Context: an optimization exercise on an open-source flow, tuned for small area and a short achievable clock period. The choices shown serve that exercise and are no tape-out recipe. Where RTL was checked, it was by simulation tests only, not by an equivalence proof against the original. Only the layout flow was run in run 3; the RTL was not checked for function there. No activity file was given, so power comes from the tool's default toggle rates.

==> design/flow/design.v <==
module ALU(
    input  [13:0] instruction,
    input  wire [19:0] A, B,
    input  cin, clk, rst,
    output reg [19:0] result,
    output wire [19:0] SX_flags,
    output wire reset,
    output reg carry_out,
    output wire halfword,
    output reg inc
);
assign halfword = 1'b0;
assign reset    = 1'b0;
reg sx0, sx1, sx12;
assign SX_flags = {7'b0, sx12, 10'b0, sx1, sx0};
wire [13:0] I = instruction;
reg keep, e_sum, e_p, e_g, e_sh, e_ls;
always @* begin
    keep = 1'b0; e_sum = 1'b0; e_p = 1'b0; e_g = 1'b0; e_sh = 1'b0; e_ls = 1'b0;
    case (I)
    14'h000, 14'h015, 14'h029, 14'h03E, 14'h053, 14'h068,
    14'h1E2, 14'h1F7, 14'h20C, 14'h221, 14'h236,
    14'h24B, 14'h260, 14'h275, 14'h28A, 14'h29F, 14'h2B4,
    14'h2C9, 14'h2DE: keep = 1'b1;
    14'h092: begin keep = ~sx12; e_p = sx12; end            
    14'h07D: e_ls = 1'b1;                                    
    14'h0A7, 14'h0E6, 14'h1A3: e_p = 1'b1;                   
    14'h0D1: begin e_p = 1'b1; e_g = 1'b1; end               
    14'h0BC: e_g = 1'b1;                                     
    14'h0FB, 14'h110, 14'h125, 14'h13A: e_sh = 1'b1;         
    14'h164, 14'h179, 14'h18E, 14'h1B8, 14'h1CD: e_sum = 1'b1;
    default: ;
    endcase
end
wire d_trap = (I == 14'h000);
wire d_jmp  = (I == 14'h029);
wire d_eq   = (I == 14'h1E2);
wire d_gt   = (I == 14'h1F7);
wire d_lt   = (I == 14'h20C);
wire d_get  = (I == 14'h221);
wire d_let  = (I == 14'h236);
wire d_cy   = (I == 14'h1A3) | (I == 14'h1CD);    
wire useB = (~I[0] & I[1] & I[2]) | (~I[1] & ~I[8]) | (I[7] & I[8]);
wire invX = (I[0] & I[2]) | (~I[2] & I[3]) | (~I[0] & ~I[2] & ~I[4]) | (I[9]);
wire c0 = (~I[0] & ~I[1]) | (~I[3]) | (I[0] & ~I[5] & ~cin);
wire xstat = (~I[0] & ~I[2] & ~I[8]);
wire addc = (~I[2] & ~I[4]);
wire left = (~I[0]);
wire rot = (I[5] & ~I[6]);
wire subc = (~I[1]);
wire [19:0] X = ({20{useB}} & B) ^ {20{invX}};
wire [19:0] p = A ^ X;
wire [19:0] g = A & X;
wire [20:0] pg0 = {g, c0};
wire [20:0] pp0 = {p, 1'b0};
wire [20:0] pg1, pp1, pg2, pp2, pg3, pp3, pg4, pp4, pg5, pp5;
genvar k;
generate for (k = 0; k < 21; k = k + 1) begin : g_pre
    if (k & 1)  begin assign pg1[k] = pg0[k] | pp0[k] & pg0[(k|0)-1];   assign pp1[k] = pp0[k] & pp0[(k|0)-1]; end
    else        begin assign pg1[k] = pg0[k]; assign pp1[k] = pp0[k]; end
    if (k & 2)  begin assign pg2[k] = pg1[k] | pp1[k] & pg1[(k|1)-2];   assign pp2[k] = pp1[k] & pp1[(k|1)-2]; end
    else        begin assign pg2[k] = pg1[k]; assign pp2[k] = pp1[k]; end
    if (k & 4)  begin assign pg3[k] = pg2[k] | pp2[k] & pg2[(k|3)-4];   assign pp3[k] = pp2[k] & pp2[(k|3)-4]; end
    else        begin assign pg3[k] = pg2[k]; assign pp3[k] = pp2[k]; end
    if (k & 8)  begin assign pg4[k] = pg3[k] | pp3[k] & pg3[(k|7)-8];   assign pp4[k] = pp3[k] & pp3[(k|7)-8]; end
    else        begin assign pg4[k] = pg3[k]; assign pp4[k] = pp3[k]; end
    if (k & 16) begin assign pg5[k] = pg4[k] | pp4[k] & pg4[(k|15)-16]; assign pp5[k] = pp4[k] & pp4[(k|15)-16]; end
    else        begin assign pg5[k] = pg4[k]; assign pp5[k] = pp4[k]; end
end endgenerate
wire [19:0] sum = p ^ pg5[19:0];    
wire ge = pg5[20];                  
wire eq = &p;                      
wire [4:0] s   = B[4:0];
wire [4:0] amt = left ? (5'd20 - s) : s;
wire [19:0] r0 = amt[0] ? {A[0],     A[19:1]}   : A;
wire [19:0] r1 = amt[1] ? {r0[1:0],  r0[19:2]}  : r0;
wire [19:0] r2 = amt[2] ? {r1[3:0],  r1[19:4]}  : r1;
wire [19:0] r3 = amt[3] ? {r2[7:0],  r2[19:8]}  : r2;
wire [19:0] r4 = amt[4] ? {r3[15:0], r3[19:16]} : r3;
wire bok = e_sh & (B[19:5] == 15'b0);
wire [19:0] M;
genvar gi;
generate for (gi = 0; gi < 20; gi = gi + 1) begin : g_m
    assign M[gi] = bok & (rot ? (s <= 5'd20) : left ? (s <= gi) : (s <= 5'd19 - gi));
end endgenerate
wire [19:0] pl = {p[19:13], p[12] ^ xstat, p[11:2], p[1] ^ (xstat & sx1), p[0] ^ (xstat & sx0) ^ (addc & cin)};
wire [19:0] ls = {7'b0, sx12, 10'b0, sx1, sx0};
wire [19:0] nres = ({20{keep}} & result) | ({20{e_sum}} & sum) | ({20{e_p}} & pl) |
                   ({20{e_g}} & g) | (r4 & M) | ({20{e_ls}} & ls);
always @(posedge clk or posedge rst) begin
    if (rst) begin
        result    <= 20'b0;
        carry_out <= 1'b0;
        inc       <= 1'b0;
        sx0       <= 1'b0;
        sx1       <= 1'b0;
        sx12      <= 1'b0;
    end else begin
        result <= nres;
        if (d_cy)
            carry_out <= ((A[0] ^ subc) & B[0]) | ((A[0] ^ subc) & cin) | (B[0] & cin);
        if (d_jmp)
            inc <= 1'b1;
        if (d_trap)
            sx12 <= 1'b1;
        if (d_eq | d_get | d_let)
            sx0 <= d_eq ? eq : d_get ? ge : (~ge | eq);
        if (d_gt | d_lt | d_get | d_let)
            sx1 <= d_gt ? (ge & ~eq) : d_let ? (~ge | eq) : ~ge;
    end
end
endmodule
==> design/flow/flow/run.sh <==
#!/bin/bash
# Layout: the standard flow (standard.sh) with
#  - its own synthesis script (flow/my_synth.tcl: same as synth_recipe.tcl, but
#    ABC maps with flow/abc.script, a delay-targeted mapping, and no full/half
#    adder cells are extracted), and
#  - small port buffers (buf_1) instead of the default delay-cell buffers;
#    every input and output port still gets its own buffer.
set -uo pipefail
HERE=$(pwd)
bash standard.sh SYNTH_SCRIPT=$HERE/flow/my_synth.tcl ADDER_MAP_FILE= \
  "BUFFER_PORTS_ARGS=-buffer_cell sky130_fd_sc_hd__buf_1" SKIP_REPAIR_TIE_FANOUT=1 finish > flow_standard.log 2>&1
==> design/flow/flow/abc.script <==
strash
dch -f
map -D 1000
topo
buffer -c
upsize -D 1000
dnsize -D 1000
==> design/flow/flow/my_synth.tcl <==
# The standard flow's synthesis script (synth_recipe.tcl), except that ABC maps with
# abc.script beside this file (delay-targeted mapping) instead of ORFS's
# speed script. Registers are mapped exactly as in the standard synthesis.
set ::my_flow_dir [file dirname [file normalize [info script]]]
proc synth {args} { yosys synth -nofsm -noshare {*}$args }
proc abc {args} {
  set out {}
  set skip 0
  foreach a $args {
    if {$skip} { set skip 0; continue }
    if {$a eq "-script" || $a eq "-D"} { set skip 1; continue }
    lappend out $a
  }
  lappend out -script [file join $::my_flow_dir abc.script]
  puts "abc with [file join $::my_flow_dir abc.script]"
  yosys abc {*}$out
}
source $::env(SCRIPTS_DIR)/synth.tcl
# left out here: clear keep_hierarchy, flatten, clean up, hide names made inside functions, write 1_2_yosys.v
==> design/flow/standard.sh <==
#!/bin/bash
# synth_recipe.tcl (not shown) runs the flow's synth.tcl, then flattens the netlist and writes it again
# the make line also repeats each setting of config.mk as NAME=value (left out here)
make -C /OpenROAD-flow-scripts/flow DESIGN_CONFIG=/design/flow/config.mk WORK_HOME=/design/flow/orfs CLKGATE_MAP_FILE= SYNTH_SCRIPT=/design/flow/synth_recipe.tcl "${@:-finish}"
==> design/flow/config.mk <==
export PLATFORM = sky130hd
export DESIGN_NAME = ALU
export DESIGN_NICKNAME = ALU
export VERILOG_FILES = /design/flow/design.v
export SDC_FILE = /design/flow/constraint.sdc
export NUM_CORES = 4
export LEC_CHECK = 0
export CAP_MARGIN = 20
export CORE_MARGIN = 2
export CORE_UTILIZATION = 50
export SETUP_SLACK_MARGIN = 2.4
export SLEW_MARGIN = 20
export TNS_END_PERCENT = 20
==> design/flow/constraint.sdc <==
create_clock -name core_clock -period 6.0 [get_ports {clk}]
set_input_delay 1.2000 -clock core_clock [delete_from_list [all_inputs] [get_ports {clk}]]
set_output_delay 1.2000 -clock core_clock [all_outputs]
set_load 0.01 [all_outputs]
==> results of run 1 <==
[metal layers]
metal  up-vias  track usage [%]  wire, µm
li1       3458                -         -
met1      3355             47.0      8970
met2       506             59.6     10400
met3       103             5.55      2450
met4         0             17.9      1610
met5         -                0         0
[kinds of logic (layout without fill, tap and decap cells)]
| kind of cell | count (synthesis) | after routing | share of synthesized area [%] |
|---|---|---|---|
| flops | 25 | 25 | 11.5 |
| compound gates | 258 | 264 | 29.8 |
| other cells | 1 | 1 | 0.0686 |
| simple gates | 485 | 486 | 40.3 |
| xor+xnor | 8 | 8 | 1.28 |
| mux | 19 | 19 | 3.48 |
| buf+inv | 158 | 205 | 13.7 |
[state kept, by name, indices dropped and copies added (netlist names)]
| signal | cells |
|---|---|
| result | 20 |
| inc | 1 |
| sx1 | 1 |
| sx12 | 1 |
| carry_out | 1 |
| sx0 | 1 |
[repair_timing]
item,in CTS,in global routing
gates resized for setup,21,66
endpoints found under the setup margin,22,22
setup buffers,0,19
pin swaps,1,16
cloned,3,8
[area by class of cell]
class                           count  area (µm²)  share of cell area, %
Timing Repair inverter              1        7.51                  0.119
Clock inverter                      1        7.51                  0.119
Timing Repair Buffer              113         627                   9.97
Multi-Input combinational cell    778        4470                   71.2
Clock buffer                        3        41.3                  0.657
Sequential cell                    25         626                   9.95
Tap cell                          140         175                   2.79
Inverter                           87         330                   5.25
[worst max-delay path, cell delays in order]
cell and delay [ns]:
clkbuf_2 0.20, buf_12 0.17, nand3b_4 0.24, buf_4 0.16
nor3_1 0.04, o21ai_0 0.46, o2111ai_2 0.37, inv_2 0.39
o22ai_1 0.14, a221oi_1 0.25, o21ai_0 0.16
[power by group]
group          internal (mW)  switching, mW
Sequential             0.169       0.000275
Clock                 0.0473         0.0634
Combinational          0.177          0.381
[placed cells by master (no fill, tap or decap), types with 4 or more instances in the layout]
master    instances
nand2_1         215
nand3_1          98
nor2_1           85
inv_1            83
buf_1            73
a21oi_1          70
o21ai_0          67
dfrtp_1          25
buf_4            25
nand4_1          20
mux2i_1          19
o21ai_1          17
o22ai_1          17
a221oi_1         13
nand3_2          12
nor3_1           12
o211ai_1         11
or2_2             7
nand2_2           7
o211ai_4          5
xor2_1            5
nand2b_1          5
clkbuf_2          5
a21oi_2           4
o221ai_1          4
o311ai_0          4
clkbuf_8          4
clkbuf_4          4
[worst max-delay path by stage]
stage / to / slack [ns] / cells past startpoint
finish: result[15] / 2.37 / 11
global route: result[18] / 2.30 / 15
CTS: result[8] / 2.36 / 14
detailed placement: result[8] / 1.17 / 13
global placement: result[8] / 1.19 / 13
floorplan: sx0 / 2.75 / 15
==> summary.md, run 1 <==
| Metric | Value |
|---|---|
| Dpl cell area | `about 0.0056 mm²` |
| DP Cell Count | `around 1100` |
| Nets@finish | `between 1000 and 1500` |
| Final Cycle Share | `between 60% and 70%` |
| RSZ-0062 raised after global routing | `true` |
| Clk sink count | `25` |
| CTS tree | `done` |
| Min setup slack post-route | `2.37 ns` |
| Synth warn | `1` |
| Pins over their slew limit | `0` |
| Rows | `38` |
| Netlist cell types | `63` |
| Post-synthesis cell area | `~0.0055 mm²` |
| Worst hold endpoint | `inc` |
| Initial Util | `50.8%` |
| Chip Height | `around 110 µm` |
| First-pass GRT wire length | `33300 µm` |
| Reg2reg end | `result[15]` |
| Worst-path clk slew | `approximately 0.1 ns` |
| Die ar. | `between 0.01 and 0.015 mm²` |
| PwrDens | `approximately 130 mW/mm²` |
| Worst-margin pin slew | `0.965 ns` |
| Post-synth top area cell | `nand2_1` |
| Hold_buf cts | `0` |
| Min-delay worst type | `reg2reg` |
| # fillers | `between 1000 and 1500` |
| Register bit count reported by yosys | `25` |
| Leakage | `between 2 and 3 nW` |
| CP startpoint kind | `input pin` |
| Die X | `109 µm` |
| Hold Startpoint | `inc` |
| # DRC | `0` |
| Crit Path Class | `in2reg` |
| RePlAce Congestion | `1.05` |
| Number of flops mapped to enable cells by yosys | `0` |
| Setup WS pre-CTS | `around 1.2 ns` |
| Clk latency of the worst-skew pair | `about 0.28 ns` |
| Gr ovfl total | `0` |
| Synth async-reset ratio | `100%` |
| Total CTS buffers | `3` |
| Fmax | `around 280 MHz` |
| Fin cells | `about 1100` |
| Worst hold slack | `a little under 0.5 ns` |
| DR vias | `approximately 7400` |
| Router iterations before antenna repair | `6` |
| Share of the synthesized area in the top cell type | `~15%` |
| Setup-failing EPs final | `0` |
| Status | `no timing/DRC/antenna violations` |
| Total global-route track usage | `between 30% and 40%` |
| Routed wire length | `~23000 µm` |
| Top cells by area, synth | `nand2_1 (15%), dfrtp_1 (11%), nand3_1 (9.6%)` |
| I/O Pins | `slightly above 100` |
| Synthesis-to-finish area growth | `15.1%` |
| CP max FO | `17` |
| Initial antenna violation count | `0` |
| Post-route cell area | `approximately 0.0063 mm²` |
| N_diodes | `0` |
| Setup tns final | `0 ns` |
| Fin. Hold Viols | `0` |
| Core Util, Final | `between 50% and 60%` |
| Post-layout minimum cycle time | `between 3 and 4 ns` |
| Worst R2R Start | `sx12` |
| R2R Setup Slk | `4.10 ns` |
| Post-Route Skew | `around 0.0088 ns` |
| Count leader, synth | `nand2_1` |
| Fraction of the yosys area taken by sequential cells | `roughly 11%` |
| CP startpoint | `instruction[0]` |
| Peak supply drop | `slightly below 90 µV` |
| Max clock buf depth | `2` |
| Worst Path Required | `between 6 and 7 ns` |
| Core area | `around 0.011 mm²` |
| Post-synth top flop | `dfrtp_1` |
| IO Port Bufs | `between 80 and 90` |
| Max-Slew Margin vs Limit | `between 30% and 40%` |
| Worst R2R Path Depth | `6` |
| Hold path cells | `2` |
| Clk root buf | `clkbuf_8` |
| Avg Cell Area, Syn | `5.73 µm²` |
| Routed Antenna Nets | `0` |
| Share of cells above drive strength 1 | `12.3%` |
| Critical path endpoint category | `flip-flop` |
| Vias in the first global route | `roughly 6100` |
| DP Wirelength | `about 17000 µm` |
| Initial drt markers | `around 980` |
| Largest net degree at the start of global routing | `45` |
| Wire per inst | `20.4 µm` |
| Final Total Pwr | `roughly 840 µW` |
| H-tree levels | `1` |
| Commonest cells in the netlist | `nand2_1 (218), nand3_1 (105), nor2_1 (89)` |
| Vias per cell | `between 6 and 7` |
| Post-Synthesis Cells | `about 950` |
| Crit path DAT | `between 3 and 4 ns` |
| MaxCap Viol Count | `0` |
==> run 2: changes to the inputs <==
--- a/design/flow/design.v
+++ b/design/flow/design.v
@@ -71,22 +71,20 @@
 wire ge = pg5[20];                  
 wire eq = &p;                      
 wire [4:0] s   = B[4:0];
+wire sok = e_sh & (B[19:5] == 15'b0) & (s <= 5'd20);
+wire gH  = sok & (rot | left);
+wire gL  = sok & (rot | ~left);
 wire [4:0] amt = left ? (5'd20 - s) : s;
-wire [19:0] r0 = amt[0] ? {A[0],     A[19:1]}   : A;
-wire [19:0] r1 = amt[1] ? {r0[1:0],  r0[19:2]}  : r0;
-wire [19:0] r2 = amt[2] ? {r1[3:0],  r1[19:4]}  : r1;
-wire [19:0] r3 = amt[3] ? {r2[7:0],  r2[19:8]}  : r2;
-wire [19:0] r4 = amt[4] ? {r3[15:0], r3[19:16]} : r3;
-wire bok = e_sh & (B[19:5] == 15'b0);
-wire [19:0] M;
-genvar gi;
-generate for (gi = 0; gi < 20; gi = gi + 1) begin : g_m
-    assign M[gi] = bok & (rot ? (s <= 5'd20) : left ? (s <= gi) : (s <= 5'd19 - gi));
-end endgenerate
+wire [39:0] F0 = {A & {20{gH}}, A & {20{gL}}};
+wire [34:0] F1 = amt[4] ? {16'b0, F0[39:16]} : F0[34:0];
+wire [26:0] F2 = amt[3] ? F1[34:8] : F1[26:0];
+wire [22:0] F3 = amt[2] ? F2[26:4] : F2[22:0];
+wire [20:0] F4 = amt[1] ? F3[22:2] : F3[20:0];
+wire [19:0] sh = amt[0] ? F4[20:1] : F4[19:0];
 wire [19:0] pl = {p[19:13], p[12] ^ xstat, p[11:2], p[1] ^ (xstat & sx1), p[0] ^ (xstat & sx0) ^ (addc & cin)};
 wire [19:0] ls = {7'b0, sx12, 10'b0, sx1, sx0};
 wire [19:0] nres = ({20{keep}} & result) | ({20{e_sum}} & sum) | ({20{e_p}} & pl) |
-                   ({20{e_g}} & g) | (r4 & M) | ({20{e_ls}} & ls);
+                   ({20{e_g}} & g) | sh | ({20{e_ls}} & ls);
 always @(posedge clk or posedge rst) begin
     if (rst) begin
         result    <= 20'b0;
--- a/design/flow/flow/run.sh
+++ b/design/flow/flow/run.sh
@@ -8,4 +8,4 @@
 set -uo pipefail
 HERE=$(pwd)
 bash standard.sh SYNTH_SCRIPT=$HERE/flow/my_synth.tcl ADDER_MAP_FILE= \
-  "BUFFER_PORTS_ARGS=-buffer_cell sky130_fd_sc_hd__buf_1" SKIP_REPAIR_TIE_FANOUT=1 finish > flow_standard.log 2>&1
+  "BUFFER_PORTS_ARGS=-buffer_cell sky130_fd_sc_hd__buf_1" finish > flow_standard.log 2>&1
--- a/design/flow/config.mk
+++ b/design/flow/config.mk
@@ -7,7 +7,6 @@
 export LEC_CHECK = 0
 export CAP_MARGIN = 20
 export CORE_MARGIN = 2
-export CORE_UTILIZATION = 50
+export CORE_UTILIZATION = 40
 export SETUP_SLACK_MARGIN = 2.4
 export SLEW_MARGIN = 20
-export TNS_END_PERCENT = 20
==> run 2 against run 1 <==
Against the previous run:
- maximum frequency is 0.22% higher
- largest power group unchanged
- highest routed layer unchanged
- first-iteration DRC count grew 14%
- clock-buffer cell count rose by 1
- utilization down 9.7 points
- global-route usage shrank 5.4 points
- die area is 21% higher
- setup slack gained 0.0078 ns
- routed wire length grew 5.0%
- sequential power grew 21%
- clock power up 41%
==> summary.md, run 2 <==
| Metric | Value |
|---|---|
| Router iterations before antenna repair | `9 (+3)` |
| Biggest register | `result` |
| Crit path DAT | `3.81 ns (+0.03 ns)` |
| MaxCap Viol Count | `0 (unchanged)` |
| I/O Pins | `101 (unchanged)` |
| Largest net degree at the start of global routing | `53 (+18%)` |
| Max FFs per register | `20 (unchanged)` |
| Wire per inst | `21.3 µm (+4.5%)` |
| Fin cells | `1153 (+0.44%)` |
| DR vias | `7731 (+4.2%)` |
| Final Cycle Share | `60.4% (-0.13 points)` |
| IO Port Bufs | `81 (unchanged)` |
| Min-delay worst type | `reg2reg` |
| Int Power | `454 µW (+16%)` |
| Worst-margin pin slew | `1.25 ns (+0.282 ns)` |
| CP max FO | `9 (-8)` |
| Initial antenna violation count | `0 (unchanged)` |
| Max-Slew Margin vs Limit | `16.3% (-19 points)` |
| Avg Cell Area, Syn | `5.87 µm² (+2.4%)` |
| Hold path cells | `1 (-1)` |
| Post-Route Skew | `0.00582 ns (-0.00294 ns)` |
| Synth warn | `1 (unchanged)` |
| RePlAce Congestion | `1.01 (-4.0%)` |
| R2R Setup Slk | `4.05 ns (-0.05 ns)` |
| Netlist cell types | `64 (+1.6%)` |
| Hold_buf cts | `0 (unchanged)` |
| Clk latency of the worst-skew pair | `0.27 ns (about the same)` |
| Total CTS buffers | `3 (unchanged)` |
| Die X | `119 µm (+10%)` |
| Peak supply drop | `107 µV (+19%)` |
| Post-route cell area | `0.00641 mm² (+2.0%)` |
| Fraction of the yosys area taken by sequential cells | `11.8% (+0.31 points)` |
| Setup WS pre-CTS | `1.27 ns (+0.100 ns)` |
| First-pass GRT wire length | `35200 µm (+5.8%)` |
| CTS tree | `done` |
| Share of the synthesized area in the top cell type | `13.1% (-1.9 points)` |
| Fin. Hold Viols | `0 (unchanged)` |
| Fmax | `276 MHz (+0.22%)` |
| Total global-route track usage | `31.2% (-5.4 points)` |
| N_diodes | `0 (unchanged)` |
| RSZ-0062 raised after global routing | `true` |
| # fillers | `1437 (+31%)` |
| Status | `no timing/DRC/antenna violations` |
| Top cells by area, synth | `nand3_1 (13%), nand2_1 (13%), dfrtp_1 (12%)` |
| Min setup slack post-route | `2.37 ns (+0.00785 ns)` |
| FF+latch area | `626 µm² (unchanged)` |
| Synth async-reset ratio | `100% (unchanged)` |
| Register bit count reported by yosys | `25 (unchanged)` |
| Post-synth top area cell | `nand3_1` |
| Clock share of power | `16.7% (+3.5 points)` |
| Clk root buf | `clkbuf_16` |
| Number of flops mapped to enable cells by yosys | `0 (unchanged)` |
| Initial Util | `40.5% (-10 points)` |
| Sw power | `483 µW (+8.5%)` |
| Nets@finish | `1035 (-2.9%)` |
| Dpl cell area | `0.00559 mm² (-0.22%)` |
| Crit Path Class | `in2reg` |
| Clk sink count | `25 (unchanged)` |
| PwrDens | `146 mW/mm² (+9.6%)` |
| Initial drt markers | `1121 (+14%)` |
| Vias in the first global route | `6723 (+9.8%)` |
| Worst R2R Path Depth | `7 (+1)` |
| Gr ovfl total | `0 (unchanged)` |
| Reg2reg end | `result[1]` |
| DP Cell Count | `1124 (+0.90%)` |
| Combinational share of power | `61.4% (-5.2 points)` |
| Setup tns final | `0 ns (unchanged)` |
| # DRC | `0 (unchanged)` |
| Setup-failing EPs final | `0 (unchanged)` |
| Post-Synthesis Cells | `907 (-4.9%)` |
| Most frequent cells in the layout | `nand2_1 (177), nand3_1 (133), buf_1 (72)` |
| Critical path endpoint category | `flip-flop` |
| Post-layout minimum cycle time | `3.63 ns (-0.00785 ns)` |
| Count leader, synth | `nand2_1` |
| Rows | `42 (+11%)` |
| CP startpoint | `instruction[5]` |
| Pins over their slew limit | `0 (unchanged)` |
| Post-synthesis cell area | `0.00532 mm² (-2.6%)` |
| Commonest cells in the netlist | `nand2_1 (181), nand3_1 (139), a21oi_1 (75)` |
| DP Wirelength | `17600 µm (+3.9%)` |
| Area used by multi-input combinational logic | `0.00461 mm² (+3.1%)` |
| Worst Path Required | `6.18 ns (+0.03 ns)` |
| Leakage | `2.48 nW (-8.4%)` |
| Part of the power in registers | `21.9% (+1.7 points)` |
| Share of cells above drive strength 1 | `15.3% (+2.9 points)` |
| Worst R2R Start | `sx12` |
| Vias per cell | `6.71 (+3.7%)` |
| Max clock buf depth | `2 (unchanged)` |
| H-tree levels | `1 (unchanged)` |
| Routed wire length | `24600 µm (+5.0%)` |
| Routed Antenna Nets | `0 (unchanged)` |
| Core area | `0.0131 mm² (+22%)` |
| Final Total Pwr | `937 µW (+12%)` |
| Switching Share | `51.5% (-1.6 points)` |
| Worst-path clk slew | `0.07 ns (-0.03 ns)` |
| Chip Height | `119 µm (+10%)` |
| Synthesis-to-finish area growth | `20.6%` |
| Commonest non-fill, non-tap cell in the layout | `nand2_1` |
| Crit path to | `result[2]` |
| CP startpoint kind | `input pin` |
| Post-synth top flop | `dfrtp_1` |
| Die ar. | `0.0142 mm² (+21%)` |
-- run 2: cell types whose count changed in the layout (fill, tap and decap cells not counted), moves of 8 or more --
| cell | before | now |
|---|---|---|
| o21ai_0 | 67 | 36 |
| inv_1 | 83 | 54 |
| nand3_1 | 98 | 133 |
| a221oi_1 | 13 | 2 |
| nand2_1 | 215 | 177 |
| o221ai_2 | 0 | 11 |
| nand4_1 | 20 | 52 |
| nor2_1 | 85 | 53 |
| mux2i_1 | 19 | 0 |
| o22ai_1 | 17 | 25 |
| conb_1 | 1 | 19 |
-- run 2: worst min path at each step --
stage                     startpoint  slack (ns)  endpoint
after global placement           inc        0.46       inc
after global routing             inc        0.49       inc
after floorplan                 sx12        0.49      sx12
after detailed placement         inc        0.47       inc
after CTS                        inc        0.49       inc
final                            inc        0.49       inc
-- run 2: power by group through the flow --
stage | sequential (mW) | clock, mW | combinational (mW)
after floorplan | 0.212 | 0 | 0.341
after global placement | 0.208 | 0 | 0.475
after detailed placement | 0.208 | 0 | 0.475
after CTS | 0.205 | 0.161 | 0.493
after global routing | 0.206 | 0.162 | 0.619
final | 0.205 | 0.157 | 0.575
-- run 2: area by class of cell --
class	count	share of cell area [%]
Inverter	63	3.90
Tap cell	176	3.43
Timing Repair inverter	3	0.273
Clock buffer	4	1.23
Multi-Input combinational cell	772	71.9
Sequential cell	25	9.75
Timing Repair Buffer	110	9.52
-- run 2: per-layer routing --
metal  vias to the layer above  global-route usage [%]  routed length [µm]
met5                         -                       0                   0
met4                         0                    13.4                1540
met3                       143                    4.60                2880
met2                       596                    51.9               10900
met1                      3546                    40.2                9210
li1                       3446                       -                   -
-- run 2: cells by family (layout without fill, tap and decap cells) --
kind of cell	count (synthesis)	in the layout	synth area share, %
other cells	1	19	0.0705
mux	2	2	0.400
flops	25	25	11.8
buf+inv	132	180	12.3
compound gates	245	247	29.0
xor+xnor	7	7	1.15
fa+ha+maj	1	1	0.188
simple gates	494	496	45.1
-- run 2: worst max-delay path: stages --
cell and delay, ns:
clkbuf_2 0.18, inv_1 0.11, o21ai_1 0.96, nand3_4 0.33
o221ai_2 0.27, nand2_1 0.10, a21oi_1 0.32, o211ai_1 0.15
nand4_1 0.16
-- run 2: per-stage QoR --
stage | hold WS, ns | util [%]
finish | 0.494 | 48.8
global route | 0.493 | 48.8
CTS | 0.487 | 44.5
detailed placement | 0.470 | 42.5
global placement | 0.460 | 42.5
floorplan | 0.487 | -
-- run 2: repair_timing --
item / 4_1_cts / 5_1_grt
cloned: 3 / 6
buffers inserted: 3 / 13
setup endpoints to repair: 22 / 22
gates resized for setup: 32 / 94
pin swaps: 0 / 17
hold endpoints to repair: 0 / 0
==> run 3: changes to the inputs <==
--- a/design/flow/design.v
+++ b/design/flow/design.v
@@ -67,7 +67,6 @@
     if (k & 16) begin assign pg5[k] = pg4[k] | pp4[k] & pg4[(k|15)-16]; assign pp5[k] = pp4[k] & pp4[(k|15)-16]; end
     else        begin assign pg5[k] = pg4[k]; assign pp5[k] = pp4[k]; end
 end endgenerate
-wire [19:0] sum = p ^ pg5[19:0];    
 wire ge = pg5[20];                  
 wire eq = &p;                      
 wire [4:0] s   = B[4:0];
@@ -83,8 +82,12 @@
 wire [19:0] sh = amt[0] ? F4[20:1] : F4[19:0];
 wire [19:0] pl = {p[19:13], p[12] ^ xstat, p[11:2], p[1] ^ (xstat & sx1), p[0] ^ (xstat & sx0) ^ (addc & cin)};
 wire [19:0] ls = {7'b0, sx12, 10'b0, sx1, sx0};
-wire [19:0] nres = ({20{keep}} & result) | ({20{e_sum}} & sum) | ({20{e_p}} & pl) |
-                   ({20{e_g}} & g) | sh | ({20{e_ls}} & ls);
+wire [19:0] rest = ({20{keep}} & result) | ({20{e_p}} & pl) | ({20{e_g}} & g) | sh |
+                   ({20{e_ls}} & ls);
+wire [19:0] n1 = rest | ({20{e_sum}} & ~p);
+wire [19:0] n0 = rest | ({20{e_sum}} & p);
+wire [19:0] cy = pg5[19:0];
+wire [19:0] nres = (cy & n1) | (~cy & n0);
 always @(posedge clk or posedge rst) begin
     if (rst) begin
         result    <= 20'b0;
--- a/design/flow/flow/run.sh
+++ b/design/flow/flow/run.sh
@@ -8,4 +8,4 @@
 set -uo pipefail
 HERE=$(pwd)
 bash standard.sh SYNTH_SCRIPT=$HERE/flow/my_synth.tcl ADDER_MAP_FILE= \
-  "BUFFER_PORTS_ARGS=-buffer_cell sky130_fd_sc_hd__buf_1" finish > flow_standard.log 2>&1
+  "BUFFER_PORTS_ARGS=-buffer_cell sky130_fd_sc_hd__buf_1" SKIP_REPAIR_TIE_FANOUT=1 finish > flow_standard.log 2>&1
--- a/design/flow/config.mk
+++ b/design/flow/config.mk
@@ -10,3 +10,4 @@
 export CORE_UTILIZATION = 40
 export SETUP_SLACK_MARGIN = 2.4
 export SLEW_MARGIN = 20
+export TNS_END_PERCENT = 20
==> run 3 against run 2 <==
Against the previous run:
- non-clock buffer count grew 2
- die area grew 5.8%
- synthesized cell count grew 6.9%
- clock power shrank 6%
- via count shrank 0.96%
- critical endpoint is now result[0]
- largest power group unchanged
- highest routed layer unchanged
==> summary.md, run 3 <==
| Metric | Value |
|---|---|
| Status | `no timing/DRC/antenna violations` |
| Clk latency of the worst-skew pair | `0.26 ns (about the same)` |
| Initial drt markers | `982 (-12%)` |
| Post-synthesis cell area | `0.00564 mm² (+6.0%)` |
| Max clock buf depth | `2 (unchanged)` |
| Largest net degree at the start of global routing | `55 (+3.8%)` |
| Vias in the first global route | `7119 (+5.9%)` |
| Biggest register | `result` |
| Fin. Hold Viols | `0 (unchanged)` |
| Synth warn | `1 (unchanged)` |
| Total CTS buffers | `3 (unchanged)` |
| Commonest non-fill, non-tap cell in the layout | `nand2_1` |
| IO Port Bufs | `81 (unchanged)` |
| Min setup slack post-route | `2.40 ns (+0.0253 ns)` |
| DP Cell Count | `1169 (+4.0%)` |
| MaxCap Viol Count | `0 (unchanged)` |
| Die X | `123 µm (+2.9%)` |
| Rows | `43 (+2.4%)` |
| DR vias | `7657 (-0.96%)` |
| Top cells by area, synth | `nand3_1 (15%), nand2_1 (14%), dfrtp_1 (11%)` |
| Critical path endpoint category | `flip-flop` |
| Avg Cell Area, Syn | `5.82 µm² (-0.84%)` |
| Chip Height | `123 µm (+2.9%)` |
| Final Cycle Share | `60.0% (-0.42 points)` |
| Most frequent cells in the layout | `nand2_1 (206), nand3_1 (164), inv_1 (71)` |
| Final Total Pwr | `933 µW (-0.37%)` |
| Initial antenna violation count | `0 (unchanged)` |
| CTS tree | `done` |
| Leakage | `2.63 nW (+6.0%)` |
| Setup tns final | `0 ns (unchanged)` |
| DP Wirelength | `20000 µm (+13%)` |
| CP max FO | `27 (+18)` |
| Nets@finish | `1074 (+3.8%)` |
| Gr ovfl total | `0 (unchanged)` |
| N_diodes | `0 (unchanged)` |
| Clk root buf | `clkbuf_16` |
| Post-route cell area | `0.00639 mm² (-0.41%)` |
| FF+latch area | `626 µm² (unchanged)` |
| Fraction of the yosys area taken by sequential cells | `11.1% (-0.67 points)` |
| First-pass GRT wire length | `39000 µm (+11%)` |
| Crit path DAT | `3.71 ns (-0.10 ns)` |
| Fin cells | `1196 (+3.7%)` |
| Max-Slew Margin vs Limit | `37.2% (+21 points)` |
| Post-Synthesis Cells | `970 (+6.9%)` |
| RePlAce Congestion | `0.999 (-1.2%)` |
| Area used by multi-input combinational logic | `0.00452 mm² (-2.0%)` |
| CP startpoint kind | `input pin` |
| I/O Pins | `101 (unchanged)` |
| Netlist cell types | `74 (+16%)` |
| # DRC | `0 (unchanged)` |
| Fmax | `278 MHz (+0.70%)` |
| Worst-margin pin slew | `0.937 ns (-0.310 ns)` |
| Post-synth top flop | `dfrtp_1` |
| Post-layout minimum cycle time | `3.60 ns (-0.0253 ns)` |
| Number of flops mapped to enable cells by yosys | `0 (unchanged)` |
| Share of cells above drive strength 1 | `13.1% (-2.2 points)` |
| Pins over their slew limit | `0 (unchanged)` |
| Router iterations before antenna repair | `8 (-1)` |
| Vias per cell | `6.40 (-4.5%)` |
| Routed Antenna Nets | `0 (unchanged)` |
| Clk sink count | `25 (unchanged)` |
| Setup WS pre-CTS | `0.992 ns (-0.277 ns)` |
| Die ar. | `0.0151 mm² (+5.8%)` |
| Max FFs per register | `20 (unchanged)` |
| Min-delay worst type | `reg2reg` |
| Setup-failing EPs final | `0 (unchanged)` |
| Routed wire length | `25700 µm (+4.6%)` |
| H-tree levels | `1 (unchanged)` |
| Wire per inst | `21.5 µm (+0.85%)` |
| Share of the synthesized area in the top cell type | `14.6% (+1.6 points)` |
| Total global-route track usage | `33.8% (+2.6 points)` |
| RSZ-0062 raised after global routing | `true` |
| Dpl cell area | `0.00579 mm² (+3.6%)` |
| Synth async-reset ratio | `100% (unchanged)` |
| Crit Path Class | `in2reg` |
| Commonest cells in the netlist | `nand2_1 (211), nand3_1 (165), inv_1 (76)` |
| Core area | `0.0138 mm² (+5.2%)` |
| PwrDens | `146 mW/mm² (about the same)` |
| Register bit count reported by yosys | `25 (unchanged)` |
| Peak supply drop | `103 µV (-3.5%)` |
| Worst Path Required | `6.11 ns (-0.07 ns)` |
| Synthesis-to-finish area growth | `13.2%` |
| Count leader, synth | `nand2_1` |
| Worst-path clk slew | `0.06 ns (about the same)` |
| Post-synth top area cell | `nand3_1` |
| # fillers | `1502 (+4.5%)` |
| Initial Util | `40.8% (+0.31 points)` |
| Post-Route Skew | `0.00171 ns (-0.00411 ns)` |
run 3: changes by cell type after synthesis, moves of 14 or more:
| cell | delta |
|---|---|
| inv_1 | +17 |
| nand2_1 | +30 |
| nand3_1 | +26 |
| nand4_1 | -14 |
| o21ai_1 | +23 |
| o221ai_1 | -16 |
run 3: final timing paths:
path / slack (ns) / depth (start not counted) / from / end
min: 0.47 / 1 / inc / inc
min reg2reg: 0.47 / 1 / inc / inc
max in group asynchronous: 4.56 / 2 / rst / result[2]
max reg2reg: 4.00 / 8 / sx12 / result[1]
min in group asynchronous: 1.01 / 2 / rst / result[0]
max: 2.40 / 10 / B[0] / result[0]
run 3: repair_timing:
| item | in CTS | in global routing |
|---|---|---|
| gates cloned | 1 | 4 |
| buffers inserted | 5 | 13 |
| hold buffers | 0 | 0 |
| gates resized for setup | 43 | 47 |
| setup endpoints to repair | 22 | 22 |
| pin swaps | 4 | 10 |
run 3: cell families (layout without fill, tap and decap cells):
logic type	Yosys count	count (layout)	share of synthesized area [%]
xor gates and xnor gates	3	3	0.466
DFF	25	25	11.1
and+or+nand+nor	536	537	45.5
AOI/OAI and AO/OA	253	255	29.2
other	1	1	0.0665
buffers and inverters	152	195	13.7
run 3: power by group:
part,internal (mW),total [mW],switching [mW]
combinational,0.173,0.578,0.405
clock,0.0898,0.148,0.0585
sequential,0.190,0.207,0.0171
total,0.452,0.933,0.481
run 3: stage by stage:
| step | hold slack (ns) | utilization (%) |
|---|---|---|
| 5_1_grt | 0.487 | 46.2 |
| 3_3_place_gp | 0.455 | 41.9 |
| 4_1_cts | 0.471 | 43.9 |
| 3_5_place_dp | 0.457 | 41.9 |
| 2_1_floorplan | 0.482 | - |
| 6_report | 0.469 | 46.2 |
run 3: per-layer routing:
metal | part of all wire, % | GRT usage, %
met1 | 39 | 42.1
met2 | 46 | 56.2
met3 | 7.9 | 2.97
met4 | 7.6 | 20.8
met5 | 0 | 0
run 3: final cells by class:
class | instances | area share [%]
Timing Repair Buffer | 112 | 9.73
Timing Repair inverter | 1 | 0.0783
Inverter | 78 | 4.84
Sequential cell | 25 | 9.79
Clock inverter | 1 | 0.0783
Tap cell | 180 | 3.53
Clock buffer | 3 | 1.18
Multi-Input combinational cell | 796 | 70.8
run 3: critical path, stage by stage:
cell	delay, ns
buf_1	0.12
buf_4	0.25
inv_1	0.21
a31oi_1	0.13
nor2_2	0.31
clkinvlp_4	0.36
a311oi_1	0.53
a311oi_1	0.09
o21bai_1	0.36
nand3_1	0.15
==> run 4: changes to the inputs <==
--- a/design/flow/design.v
+++ b/design/flow/design.v
@@ -67,27 +67,26 @@
     if (k & 16) begin assign pg5[k] = pg4[k] | pp4[k] & pg4[(k|15)-16]; assign pp5[k] = pp4[k] & pp4[(k|15)-16]; end
     else        begin assign pg5[k] = pg4[k]; assign pp5[k] = pp4[k]; end
 end endgenerate
+wire [19:0] sum = p ^ pg5[19:0];    
 wire ge = pg5[20];                  
 wire eq = &p;                      
 wire [4:0] s   = B[4:0];
-wire sok = e_sh & (B[19:5] == 15'b0) & (s <= 5'd20);
-wire gH  = sok & (rot | left);
-wire gL  = sok & (rot | ~left);
 wire [4:0] amt = left ? (5'd20 - s) : s;
-wire [39:0] F0 = {A & {20{gH}}, A & {20{gL}}};
-wire [34:0] F1 = amt[4] ? {16'b0, F0[39:16]} : F0[34:0];
-wire [26:0] F2 = amt[3] ? F1[34:8] : F1[26:0];
-wire [22:0] F3 = amt[2] ? F2[26:4] : F2[22:0];
-wire [20:0] F4 = amt[1] ? F3[22:2] : F3[20:0];
-wire [19:0] sh = amt[0] ? F4[20:1] : F4[19:0];
+wire [19:0] r0 = amt[0] ? {A[0],     A[19:1]}   : A;
+wire [19:0] r1 = amt[1] ? {r0[1:0],  r0[19:2]}  : r0;
+wire [19:0] r2 = amt[2] ? {r1[3:0],  r1[19:4]}  : r1;
+wire [19:0] r3 = amt[3] ? {r2[7:0],  r2[19:8]}  : r2;
+wire [19:0] r4 = amt[4] ? {r3[15:0], r3[19:16]} : r3;
+wire bok = e_sh & (B[19:5] == 15'b0);
+wire [19:0] M;
+genvar gi;
+generate for (gi = 0; gi < 20; gi = gi + 1) begin : g_m
+    assign M[gi] = bok & (rot ? (s <= 5'd20) : left ? (s <= gi) : (s <= 5'd19 - gi));
+end endgenerate
 wire [19:0] pl = {p[19:13], p[12] ^ xstat, p[11:2], p[1] ^ (xstat & sx1), p[0] ^ (xstat & sx0) ^ (addc & cin)};
 wire [19:0] ls = {7'b0, sx12, 10'b0, sx1, sx0};
-wire [19:0] rest = ({20{keep}} & result) | ({20{e_p}} & pl) | ({20{e_g}} & g) | sh |
-                   ({20{e_ls}} & ls);
-wire [19:0] n1 = rest | ({20{e_sum}} & ~p);
-wire [19:0] n0 = rest | ({20{e_sum}} & p);
-wire [19:0] cy = pg5[19:0];
-wire [19:0] nres = (cy & n1) | (~cy & n0);
+wire [19:0] nres = ({20{keep}} & result) | ({20{e_sum}} & sum) | ({20{e_p}} & pl) |
+                   ({20{e_g}} & g) | (r4 & M) | ({20{e_ls}} & ls);
 always @(posedge clk or posedge rst) begin
     if (rst) begin
         result    <= 20'b0;
==> design/flow/flow/run.sh (replaced) <==
#!/bin/bash
# Layout: the standard flow (standard.sh) with
#  - its own synthesis script (flow/my_synth.tcl: same as synth_recipe.tcl, but
#    ABC maps with flow/abc.script, a delay-targeted mapping, and no full/half
#    adder cells are extracted),
#  - small port buffers (buf_1) instead of the default delay-cell buffers,
#    resized after global placement for the load each input port drives
#    (flow/post_gpl.tcl); every input and output port keeps its own buffer,
#  - one tie cell for the constant outputs.
set -uo pipefail
HERE=$(pwd)
bash standard.sh SYNTH_SCRIPT=$HERE/flow/my_synth.tcl ADDER_MAP_FILE= \
  "BUFFER_PORTS_ARGS=-buffer_cell sky130_fd_sc_hd__buf_1" \
  POST_GLOBAL_PLACE_TCL=$HERE/flow/post_gpl.tcl \
  SKIP_REPAIR_TIE_FANOUT=1 finish > flow_standard.log 2>&1
==> design/flow/flow/post_gpl.tcl (new file) <==
# Size each input port's buffer for the load it drives (buffer_ports puts the
# same small buffer on every port). Every port keeps exactly one buffer.
foreach inst [get_cells input*] {
  set master [get_property $inst ref_name]
  if {![string match "sky130_fd_sc_hd__buf_*" $master]} continue
  set net [get_nets -of_objects [get_pins [get_full_name $inst]/X]]
  set fo [llength [get_pins -of_objects $net -filter "direction == input"]]
  if {$fo >= 10} {
    set cell sky130_fd_sc_hd__buf_4
  } elseif {$fo >= 5} {
    set cell sky130_fd_sc_hd__buf_2
  } else {
    continue
  }
  puts "port buffer [get_full_name $inst]: fanout $fo, $master -> $cell"
  replace_cell [get_full_name $inst] $cell
}
==> run 4 against run 3 <==
Against the previous run:
- cell count decreased by 1.5%
- still clean
- largest power group unchanged
- utilization is 1.3 points higher
- first-iteration DRC count fell by 4.8%
- worst hold slack got worse by 0.0081 ns
- design area fell by 1.2%
- clock-buffer cell count is the same
- sequential power shrank 18%
- critical path depth rose by 3
==> summary.md, run 4 <==
| Metric | Value |
|---|---|
| DP Wirelength | `17600 µm (-12%)` |
| Area used by multi-input combinational logic | `0.00440 mm² (-2.8%)` |
| Share of cells above drive strength 1 | `12.5% (-0.62 points)` |
| # fillers | `1427 (-5.0%)` |
| Chip Height | `121 µm (-1.5%)` |
| Dpl cell area | `0.00567 mm² (-2.1%)` |
| Gr ovfl total | `0 (unchanged)` |
| Fin. Hold Viols | `0 (unchanged)` |
| Fraction of the yosys area taken by sequential cells | `11.5% (+0.36 points)` |
| Worst-margin pin slew | `0.896 ns (-0.0405 ns)` |
| Post-synthesis cell area | `0.00546 mm² (-3.2%)` |
| Worst Path Required | `6.13 ns (+0.02 ns)` |
| PwrDens | `139 mW/mm² (-4.7%)` |
| IO Port Bufs | `81 (unchanged)` |
| Initial drt markers | `935 (-4.8%)` |
| Status | `no timing/DRC/antenna violations` |
| DR vias | `7183 (-6.2%)` |
| CTS tree | `done` |
| Die ar. | `0.0146 mm² (-3.1%)` |
| H-tree levels | `1 (unchanged)` |
| Max-Slew Margin vs Limit | `40.3% (+3.1 points)` |
| Die X | `121 µm (-1.5%)` |
| Commonest non-fill, non-tap cell in the layout | `nand2_1` |
| Post-Synthesis Cells | `954 (-1.6%)` |
| Synth async-reset ratio | `100% (unchanged)` |
| N_diodes | `0 (unchanged)` |
| Vias in the first global route | `6023 (-15%)` |
| Avg Cell Area, Syn | `5.73 µm² (-1.5%)` |
| Core area | `0.0133 mm² (-3.8%)` |
| CP max FO | `28 (+3.7%)` |
| Final Cycle Share | `59.1% (-0.89 points)` |
| Wire per inst | `19.8 µm (-7.8%)` |
| Top cells by area, synth | `nand2_1 (15%), dfrtp_1 (11%), nand3_1 (9.6%)` |
| Clk latency of the worst-skew pair | `0.27 ns (about the same)` |
| Routed Antenna Nets | `0 (unchanged)` |
| Peak supply drop | `78.4 µV (-24%)` |
| MaxCap Viol Count | `0 (unchanged)` |
| Post-Route Skew | `0.00757 ns (+0.00586 ns)` |
| First-pass GRT wire length | `33600 µm (-14%)` |
| Post-route cell area | `0.00631 mm² (-1.2%)` |
| Crit Path Class | `in2reg` |
| Initial antenna violation count | `0 (unchanged)` |
| Fmax | `282 MHz (+1.5%)` |
| Worst-path clk slew | `0.07 ns (about the same)` |
| Leakage | `2.71 nW (+2.9%)` |
| Setup tns final | `0 ns (unchanged)` |
| Total CTS buffers | `3 (unchanged)` |
| Setup-failing EPs final | `0 (unchanged)` |
| Synthesis-to-finish area growth | `15.5%` |
| Post-synth top area cell | `nand2_1` |
| # DRC | `0 (unchanged)` |
| Routed wire length | `23300 µm (-9.2%)` |
| Post-layout minimum cycle time | `3.55 ns (-0.0532 ns)` |
| Max FFs per register | `20 (unchanged)` |
| Netlist cell types | `63 (-15%)` |
| Vias per cell | `6.10 (-4.8%)` |
| Rows | `42 (-2.3%)` |
| Biggest register | `result` |
| Clk root buf | `clkbuf_16` |
| RSZ-0062 raised after global routing | `true` |
| FF+latch area | `626 µm² (unchanged)` |
| Total global-route track usage | `29.5% (-4.3 points)` |
| Hold_buf cts | `0 (unchanged)` |
| Register bit count reported by yosys | `25 (unchanged)` |
| Share of the synthesized area in the top cell type | `15.0% (+0.34 points)` |
| I/O Pins | `101 (unchanged)` |
| Largest net degree at the start of global routing | `44 (-20%)` |
| Clk sink count | `25 (unchanged)` |
| Most frequent cells in the layout | `nand2_1 (217), nand3_1 (98), inv_1 (82), nor2_1 (82), a21oi_1 (70)` |
| CP startpoint kind | `input pin` |
| Min-delay worst type | `reg2reg` |
| Pins over their slew limit | `0 (unchanged)` |
| Post-synth top flop | `dfrtp_1` |
| Router iterations before antenna repair | `6 (-2)` |
| Synth warn | `1 (unchanged)` |
| Nets@finish | `1060 (-1.3%)` |
| Commonest cells in the netlist | `nand2_1 (218), nand3_1 (105), nor2_1 (89)` |
| Count leader, synth | `nand2_1` |
| Number of flops mapped to enable cells by yosys | `0 (unchanged)` |
| Critical path endpoint category | `flip-flop` |
| Crit path DAT | `3.67 ns (-0.04 ns)` |
| Initial Util | `41.1% (+0.29 points)` |
| Max clock buf depth | `2 (unchanged)` |
run 4: what timing repair did:
item | CTS | global route
gates cloned | 1 | 8
buffers inserted | 0 | 15
gates resized for setup | 9 | 73
pin swaps | 1 | 9
endpoints found under the hold margin | 0 | 0
setup endpoints to repair | 22 | 22
run 4: worst max-delay path, cell delays in order:
cell	delay, ns
clkbuf_4	0.20
buf_12	0.20
nand2_1	0.08
o211ai_1	0.09
buf_4	0.17
buf_4	0.15
buf_6	0.15
o21ai_0	0.29
mux2i_1	0.22
o21ai_0	0.27
mux2i_1	0.19
a221oi_1	0.32
o31ai_1	0.12
run 4: cell type report:
| type | count | area share, % |
|---|---|---|
| Inverter | 87 | 5.33 |
| Tap cell | 176 | 3.49 |
| Timing Repair inverter | 1 | 0.119 |
| Clock buffer | 3 | 1.19 |
| Sequential cell | 25 | 9.91 |
| Multi-Input combinational cell | 776 | 69.7 |
| Timing Repair Buffer | 109 | 10.2 |
| Clock inverter | 1 | 0.119 |
run 4: metal layers:
layer / vias up / routed length (µm) / global-route usage, %
met5: - / 0 / 0
met4: 0 / 848 / 10.2
met3: 44 / 2900 / 4.04
met2: 500 / 9100 / 39.3
met1: 3202 / 10500 / 47.2
li1: 3437 / - / -
run 4: power breakdown:
part | total (mW) | switching [mW] | internal, mW
logic | 0.555 | 0.380 | 0.175
clock network | 0.155 | 0.0643 | 0.0907
registers | 0.169 | 0.000379 | 0.169
total | 0.879 | 0.445 | 0.434
run 4: cells by family (layout without fill, tap and decap cells):
group | after synthesis | after routing | synth area share, %
compound gates | 258 | 262 | 29.8
flops | 25 | 25 | 11.5
other cells | 1 | 1 | 0.0686
xor+xnor | 8 | 8 | 1.28
simple gates | 485 | 486 | 40.3
buf+inv | 158 | 201 | 13.7
mux | 19 | 19 | 3.48
run 4: through the flow:
stage,power (mW),util [%],cells,worst slack (ns),hold slack [ns]
6_report,0.879,47.5,1178,2.45,0.461
5_1_grt,0.937,47.5,1178,2.32,0.486
4_1_cts,0.806,43.7,1154,2.31,0.468
3_5_place_dp,0.645,42.7,1149,1.60,0.449
3_3_place_gp,0.646,42.4,1149,1.26,0.447
2_1_floorplan,0.530,-,954,2.75,0.495
run 4: final timing paths:
kind	slack, ns	cells past startpoint	from	end
worst max register to register	4.07	6	sx12	result[13]
worst min-delay path	0.46	2	inc	inc
min in group asynchronous	0.84	2	rst	result[0]
worst max-delay path	2.45	13	instruction[0]	result[13]
max in group asynchronous	4.77	3	rst	result[17]
worst min register to register	0.46	2	inc	inc
==> run 5: changes to the inputs <==
==> design/flow/flow/abc.script (replaced) <==
strash
dch -f
map -D 1500 -B 0.5
topo
buffer -c
upsize -D 1500
dnsize -D 1500
==> run 5 against run 4 <==
Against the previous run:
- synthesized cell count decreased by 0.31%
- via count decreased by 5.0%
- maximum frequency increased by 1.5%
- sequential cell count unchanged
- design area decreased by 4.7%
- routed wire length decreased by 12%
- power decreased by 5.9%
- setup slack improved by 0.052 ns
- clock skew about the same
- clock power increased by 3%
- global-route usage decreased by 2.8 points
- die area decreased by 2.3%
- critical path type unchanged
- critical endpoint is now result[18]
==> summary.md, run 5 <==
| Metric | Value |
|---|---|
| Clk sink count | `25 (unchanged)` |
| CP startpoint kind | `input pin` |
| Initial drt markers | `792 (-15%)` |
| Router iterations before antenna repair | `6 (unchanged)` |
| Clk latency of the worst-skew pair | `0.27 ns (about the same)` |
| Pins over their slew limit | `0 (unchanged)` |
| Final Cycle Share | `58.3% (-0.86 points)` |
| CTS tree | `done` |
| Status | `no timing/DRC/antenna violations` |
| DP Cell Count | `1150 (+0.087%)` |
| Count leader, synth | `nand2_1` |
| Number of flops mapped to enable cells by yosys | `0 (unchanged)` |
| Fin cells | `1179 (+0.085%)` |
| Die X | `119 µm (-1.2%)` |
| Commonest non-fill, non-tap cell in the layout | `nand2_1` |
| Avg Cell Area, Syn | `5.60 µm² (-2.1%)` |
| DP Wirelength | `15200 µm (-13%)` |
| H-tree levels | `1 (unchanged)` |
| Max FFs per register | `20 (unchanged)` |
| Nets@finish | `1061 (+0.094%)` |
| Fmax | `286 MHz (+1.5%)` |
| Crit Path Class | `in2reg` |
| Fraction of the yosys area taken by sequential cells | `11.7% (+0.28 points)` |
| Gr ovfl total | `0 (unchanged)` |
| PwrDens | `138 mW/mm² (-1.2%)` |
| Worst hold slack | `0.467 ns (+0.00603 ns)` |
| Leakage | `2.78 nW (+2.7%)` |
| Met1 usage | `36.3% (-11 points)` |
| GR peak layer | `met2` |
| CP max FO | `28 (unchanged)` |
| I/O Pins | `101 (unchanged)` |
| Vias per cell | `5.79 (-5.1%)` |
| Fin. Hold Viols | `0 (unchanged)` |
| # DRC | `0 (unchanged)` |
| Synth async-reset ratio | `100% (unchanged)` |
| Initial antenna violation count | `0 (unchanged)` |
| Min setup slack post-route | `2.50 ns (+0.0518 ns)` |
| Commonest cells in the netlist | `nand2_1 (293), inv_1 (92), o21ai_0 (80)` |
| Max clock buf depth | `2 (unchanged)` |
| Share of the synthesized area in the top cell type | `20.6% (+5.7 points)` |
| Clk root buf | `clkbuf_16` |
| Max-Slew Margin vs Limit | `31.3% (-8.9 points)` |
| Post-synth top flop | `dfrtp_1` |
| R2R Setup Slk | `4.18 ns (+0.11 ns)` |
| Hold path cells | `2 (unchanged)` |
| Setup tns final | `0 ns (unchanged)` |
| Critical path endpoint category | `flip-flop` |
| DR vias | `6825 (-5.0%)` |
| Setup WS pre-CTS | `1.60 ns (-0.00219 ns)` |
| IO Port Bufs | `81 (unchanged)` |
| Setup-failing EPs final | `0 (unchanged)` |
| Worst-path clk slew | `0.07 ns (about the same)` |
| Min-delay worst type | `reg2reg` |
| Chip Height | `119 µm (-1.2%)` |
| Post-synth top area cell | `nand2_1` |
| Total global-route track usage | `26.8% (-2.8 points)` |
| Register bit count reported by yosys | `25 (unchanged)` |
| MaxCap Viol Count | `0 (unchanged)` |
| Post-Synthesis Cells | `951 (-0.31%)` |
| Top cells by area, synth | `nand2_1 (21%), dfrtp_1 (12%), o21ai_0 (7.5%)` |
| RSZ-0062 raised after global routing | `true` |
| Die ar. | `0.0143 mm² (-2.3%)` |
| Share of cells above drive strength 1 | `12.8% (+0.29 points)` |
| Core area | `0.0131 mm² (-1.2%)` |
| Worst Path Required | `6.19 ns (+0.06 ns)` |
| Post-layout minimum cycle time | `3.50 ns (-0.0518 ns)` |
| Peak supply drop | `83.6 µV (+6.6%)` |
| Wire per inst | `17.3 µm (-12%)` |
| N_diodes | `0 (unchanged)` |
| Most frequent cells in the layout | `nand2_1 (291), inv_1 (90), nand3_1 (77), o21ai_0 (77), buf_1 (68)` |
| Initial Util | `40.6% (-0.52 points)` |
| Post-Route Skew | `0.00730 ns (-0.000276 ns)` |
| Biggest register | `result` |
| # fillers | `1475 (+3.4%)` |
| Worst R2R Path Depth | `6 (unchanged)` |
| Synth warn | `1 (unchanged)` |
| Largest net degree at the start of global routing | `45 (+2.3%)` |
| Routed Antenna Nets | `0 (unchanged)` |
| Worst-margin pin slew | `1.03 ns (+0.134 ns)` |
| Met2 Resource Use GR | `44.3% (+5.1 points)` |
| First-pass GRT wire length | `30400 µm (-9.4%)` |
| Netlist cell types | `58 (-7.9%)` |
| Crit path DAT | `3.69 ns (+0.02 ns)` |
| Post-synthesis cell area | `0.00533 mm² (-2.4%)` |
| Core Util, Final | `45.8% (-1.7 points)` |
| Synthesis-to-finish area growth | `12.8%` |
| Vias in the first global route | `5835 (-3.1%)` |
| M3 GR Usage | `3.50% (-0.55 points)` |
| Routed wire length | `20400 µm (-12%)` |
| Total CTS buffers | `3 (unchanged)` |
| Rows | `42 (unchanged)` |
run 5: changes by cell type after synthesis, sizes merged, moves of 6 or more:
cell,change
a211oi,+10
a21oi,-31
a221oi,-6
clkbuf,-7
inv,+15
mux2i,-9
nand2,+83
nand3,-15
nor2,-19
o211ai,-6
o21ai,+6
o311ai,-6
run 5: path summary, 6_finish.rpt:
kind,start,endpoint
setup / recovery,instruction[0],result[18]
hold / removal,inc,inc
setup reg to reg,sx12,result[13]
hold reg to reg,inc,inc
max in group asynchronous,rst,carry_out
min in group asynchronous,rst,result[11]
run 5: power by group:
part / switching [mW] / internal (mW)
clock: 0.0687 / 0.0913
combinational: 0.343 / 0.155
sequential: 0.000343 / 0.169
total: 0.412 / 0.415
run 5: final cells by class:
class | count | area (µm²) | area share, %
tap | 176 | 220 | 3.66
timing repair buffer | 108 | 578 | 9.61
sequential | 25 | 626 | 10.4
multi-input combinational | 762 | 4110 | 68.3
clock buffer | 4 | 78.8 | 1.31
inverter | 104 | 404 | 6.72
run 5: repair_timing:
item | CTS | global route
endpoints found under the setup margin | 22 | 22
setup buffers | 3 | 18
pin swaps | 3 | 3
gates resized for setup | 10 | 27
hold buffers | 0 | 0
gates cloned | 2 | 2
run 5: metrics by stage:
step	cell area [µm²]	total power, mW
2_1_floorplan	5330	0.525
3_3_place_gp	5510	0.617
3_5_place_dp	5530	0.619
4_1_cts	5700	0.784
5_1_grt	6010	0.884
6_report	6010	0.827
run 5: cells by family (layout without fill, tap and decap cells):
family,count (synthesis),count (layout),share of synthesized area [%]
AOI/OAI and AO/OA,221,222,25.0
xor gates and xnor gates,10,10,2.28
buffers and inverters,168,216,14.8
DFF,25,25,11.7
muxes,11,11,2.09
other,1,1,0.0704
and+or+nand+nor,515,518,44.1
run 5: routing by layer:
metal / share of wire [%] / up-vias
met2: 46 / 361
li1: - / 3316
met4: 4.5 / 0
met1: 42 / 3092
met3: 8.2 / 56
met5: 0 / -
run 5: critical path, cell delays in order:
cell and delay, ns:
buf_1 0.10, buf_12 0.18, nor2_1 0.26, inv_1 0.13
nor2_1 0.23, nand3_1 0.12, o221ai_1 0.11, nand2_1 0.11
o41ai_1 0.16, nand2_2 0.21, clkinvlp_4 0.21, o31ai_1 0.12
a21oi_1 0.35, a211oi_1 0.08, o21ai_1 0.10
==> run 6: changes to the inputs <==
==> design/flow/flow/abc.script (replaced) <==
strash
dch -f
map -D 1500
topo
buffer -c
upsize -D 1500
dnsize -D 1500
==> run 6 against run 5 <==
Against the previous run:
- sequential cell count stayed put
- utilization increased by 0.62 points
- synthesized cell count shrank 2.4%
- global-route usage rose by 1.6 points
- critical path type unchanged
- sequential power about the same
- combinational power increased by 5.0%
==> summary.md, run 6 <==
| Metric | Value |
|---|---|
| Die X | `119 µm (-0.25%)` |
| Clk latency of the worst-skew pair | `0.27 ns (about the same)` |
| Part of the power in registers | `19.8% (-0.6 points)` |
| Dpl cell area | `0.00555 mm² (+0.36%)` |
| I/O Pins | `101 (unchanged)` |
| DR vias | `6813 (-0.18%)` |
| Initial Util | `40.5% (-0.047 points)` |
| Clk sink count | `25 (unchanged)` |
| Max FFs per register | `20 (unchanged)` |
| Total CTS buffers | `3 (unchanged)` |
| Worst path max stage delay | `0.29 ns (-0.06 ns)` |
| # DRC | `0 (unchanged)` |
| Synthesis-to-finish area growth | `14.5%` |
| R2R Setup Slk | `4.02 ns (-0.16 ns)` |
| Fmax | `288 MHz (+0.64%)` |
| Most frequent cells in the layout | `nand2_1 (236), nor2_1 (96), inv_1 (85)` |
| Clock share of power | `19.1% (-0.2 points)` |
| Reg2reg end | `result[9]` |
| Hold path cells | `2 (unchanged)` |
| Post-synthesis cell area | `0.00530 mm² (-0.52%)` |
| RSZ-0062 raised after global routing | `true` |
| Share of cells above drive strength 1 | `12.0% (-0.75 points)` |
| Worst Path Buf+Inv | `5 (+1)` |
| PwrDens | `141 mW/mm² (+2.4%)` |
| Max-Slew Margin vs Limit | `49.2% (+18 points)` |
| Biggest register | `result` |
| Min-delay worst type | `reg2reg` |
| Max clock buf depth | `2 (unchanged)` |
| IO Port Bufs | `81 (unchanged)` |
| Post-synth top area cell | `nand2_1` |
| H-tree levels | `1 (unchanged)` |
| Initial drt markers | `722 (-8.8%)` |
| N_diodes | `0 (unchanged)` |
| Synth async-reset ratio | `100% (unchanged)` |
| Worst Path Required | `6.15 ns (-0.04 ns)` |
| Die ar. | `0.0142 mm² (-0.50%)` |
| Largest net degree at the start of global routing | `45 (unchanged)` |
| Post-synth top flop | `dfrtp_1` |
| Share of the synthesized area in the top cell type | `16.7% (-3.9 points)` |
| CP startpoint kind | `input pin` |
| Avg Cell Area, Syn | `5.71 µm² (+1.9%)` |
| Worst-path clk slew | `0.08 ns (about the same)` |
| Initial antenna violation count | `0 (unchanged)` |
| Commonest non-fill, non-tap cell in the layout | `nand2_1` |
| Setup tns final | `0 ns (unchanged)` |
| Vias in the first global route | `5794 (-0.70%)` |
| Worst-margin pin slew | `0.756 ns (-0.274 ns)` |
| Router iterations before antenna repair | `8 (+2)` |
| Fraction of the yosys area taken by sequential cells | `11.8% (+0.061 points)` |
| Routed Antenna Nets | `0 (unchanged)` |
| CP startpoint | `instruction[2]` |
| Peak supply drop | `90.4 µV (+8.1%)` |
| Total global-route track usage | `28.3% (+1.6 points)` |
| Worst path cell trace | `buf_6 -> inv_4 -> nand2_8 -> o21ai_2 -> nor3_4 -> buf_12 -> bufbuf_16 -> nand2_1 -> nand3_4 -> nand4_1 -> inv_2 -> nand4_2 -> o21ai_4 -> nand2_1 -> a21oi_1 -> o211ai_2` |
| Netlist cell types | `68 (+17%)` |
| Routed wire length | `21200 µm (+3.6%)` |
| Sw power | `427 µW (+3.7%)` |
| Crit path DAT | `3.62 ns (-0.07 ns)` |
| Post-layout minimum cycle time | `3.47 ns (-0.0223 ns)` |
| First-pass GRT wire length | `31900 µm (+4.9%)` |
| Commonest cells in the netlist | `nand2_1 (236), nor2_1 (103), inv_1 (89)` |
| Most used cell, CP | `nand2_1` |
| Chip Height | `119 µm (-0.25%)` |
| Core Util, Final | `46.4% (+0.62 points)` |
| Register bit count reported by yosys | `25 (unchanged)` |
| CP max stage cell | `bufbuf_16` |
| Gr ovfl total | `0 (unchanged)` |
| MaxCap Viol Count | `0 (unchanged)` |
| Pins over their slew limit | `0 (unchanged)` |
| Worst R2R Start | `sx12` |
| CTS tree | `done` |
| Combinational share of power | `61.2% (+1.0 points)` |
| Post-Route Skew | `0.00494 ns (-0.00236 ns)` |
| Core area | `0.0131 mm² (-0.40%)` |
| Worst hold endpoint | `inc` |
| Final Cycle Share | `57.9% (-0.37 points)` |
| Critical path endpoint category | `flip-flop` |
| CP max FO | `13 (-54%)` |
| Hold_buf cts | `0 (unchanged)` |
| Status | `no timing/DRC/antenna violations` |
| Top Family by Delay on Critical Path | `simple AND/OR/NAND/NOR gates` |
| Crit Path Class | `in2reg` |
| Worst R2R Path Depth | `7 (+1)` |
| Nets@finish | `1032 (-2.7%)` |
| Count leader, synth | `nand2_1` |
| Clk root buf | `clkbuf_16` |
| DP Wirelength | `15900 µm (+4.1%)` |
| Wire per inst | `18.4 µm (+6.2%)` |
| Fin. Hold Viols | `0 (unchanged)` |
| Hold Startpoint | `inc` |
| Synth warn | `1 (unchanged)` |
| Switching Share | `50.0% (+0.17 points)` |
| Number of flops mapped to enable cells by yosys | `0 (unchanged)` |
| Rows | `42 (unchanged)` |
| Leakage | `2.71 nW (-2.5%)` |
| Setup-failing EPs final | `0 (unchanged)` |
| Post-route cell area | `0.00607 mm² (+0.96%)` |
| Top cells by area, synth | `nand2_1 (17%), dfrtp_1 (12%), o21ai_0 (7.7%)` |
| Vias per cell | `5.92 (+2.3%)` |
| Post-Synthesis Cells | `928 (-2.4%)` |
| Int Power | `428 µW (+3.0%)` |
==> run 6: changes by cell type in the layout (fill, tap and decap cells not counted), sizes merged, moves of 4 or more <==
cell    delta
mux2i      +9
buf        -6
a21oi      +9
nor2      +34
a211oi     -8
nand2     -60
nand3     -34
o311ai     +5
inv        -9
xor2       +5
o21ai      +4
a221oi     +4
==> run 6: logic make-up (layout without fill, tap and decap cells) <==
| family | count (synthesis) | count (layout) | share of synthesized area [%] |
|---|---|---|---|
| flip-flops | 25 | 25 | 11.8 |
| buffers and inverters | 162 | 206 | 14.3 |
| AO/OA/AOI/OAI | 241 | 242 | 28.7 |
| XOR/XNOR | 13 | 13 | 2.43 |
| AND/OR/NAND/NOR | 464 | 465 | 38.5 |
| multiplexers | 22 | 22 | 4.22 |
| other | 1 | 1 | 0.0707 |
==> run 6: tightest hold or removal path: stages (launching register included) <==
cell and delay (ns):
dfrtp_1 0.34, inv_1 0.05, nand2_1 0.05
==> run 6: final cells by class <==
class	instances	area, µm²
fillers	1461	7020
multi-input cells	743	4130
flip-flops and latches	25	626
repair buffers	104	622
inverters	98	385
well taps	176	220
clock buffers	3	75.1
clock inverters	1	7.51
==> run 6: worst max-delay path by stage <==
stage / to / slack, ns / depth (start not counted)
finish: result[19] / 2.53 / 16
global route: sx1 / 2.36 / 15
CTS: result[19] / 2.41 / 15
detailed placement: result[15] / 1.78 / 10
global placement: result[12] / 1.74 / 17
floorplan: result[19] / 2.77 / 16
==> run 6: power groups by stage <==
stage | sequential [mW] | combinational [mW] | clock, mW
6_report | 0.169 | 0.523 | 0.163
5_1_grt | 0.169 | 0.572 | 0.171
4_1_cts | 0.169 | 0.481 | 0.166
3_5_place_dp | 0.172 | 0.450 | 0
3_3_place_gp | 0.172 | 0.450 | 0
2_1_floorplan | 0.172 | 0.350 | 0
==> run 6: metrics by stage <==
step | std cells | worst slack [ns] | hold slack, ns | total power, mW
2_1_floorplan | 928 | 2.77 | 0.484 | 0.522
3_3_place_gp | 1131 | 1.74 | 0.451 | 0.622
3_5_place_dp | 1131 | 1.78 | 0.455 | 0.623
4_1_cts | 1144 | 2.41 | 0.473 | 0.816
5_1_grt | 1150 | 2.36 | 0.503 | 0.912
6_report | 1150 | 2.53 | 0.470 | 0.855
==> run 6: per-layer routing <==
layer  up-vias  GRT usage (%)  routed length [µm]
met4         0           10.5                 763
met1      3107           40.2                9280
met2       399           42.8                8940
met5         -              0                   0
li1       3259              -                   -
met3        48           4.89                2190
==> run 6: repair_timing <==
item	4_1_cts	5_1_grt
pin swaps	6	11
gates resized for setup	28	39
endpoints found under the setup margin	20	20
cloned	2	2
setup buffers	7	4

-- static timing again, ports no longer ideal --
How much do the figures lean on ideal ports? The routed layouts below were timed once more, with nothing changed but the port constraints. Step 1 assumes that a clkbuf_16 drives the clock port and a buf_2 every other input. Step 2 adds t to the input delays and takes it off the output delays; t is the mean of the earliest and latest rising clock arrival at the registers after step 1. Input paths then give back, and output paths get back, about the clock's delay inside the block. Slacks: no drivers / after step 1 / after step 2; pairs: no drivers / after step 1.
run	t (ns)	setup WS [ns]	latest minus earliest clock arrival (ns)
run 1	0.309	2.365 / 2.369 / 2.059	0.009 / 0.009
run 2	0.300	2.373 / 2.385 / 2.085	0.006 / 0.006
run 3	0.288	2.398 / 2.410 / 2.122	0.004 / 0.004
run 4	0.300	2.452 / 2.465 / 2.165	0.008 / 0.008
run 5	0.297	2.503 / 2.516 / 2.218	0.009 / 0.009
run 6	0.308	2.526 / 2.521 / 2.213	0.006 / 0.006
After both steps setup and hold are still met in every run listed. The setup slack of run 6, which loses most, moves by -0.005 ns with the drivers and by -0.313 ns with both steps.
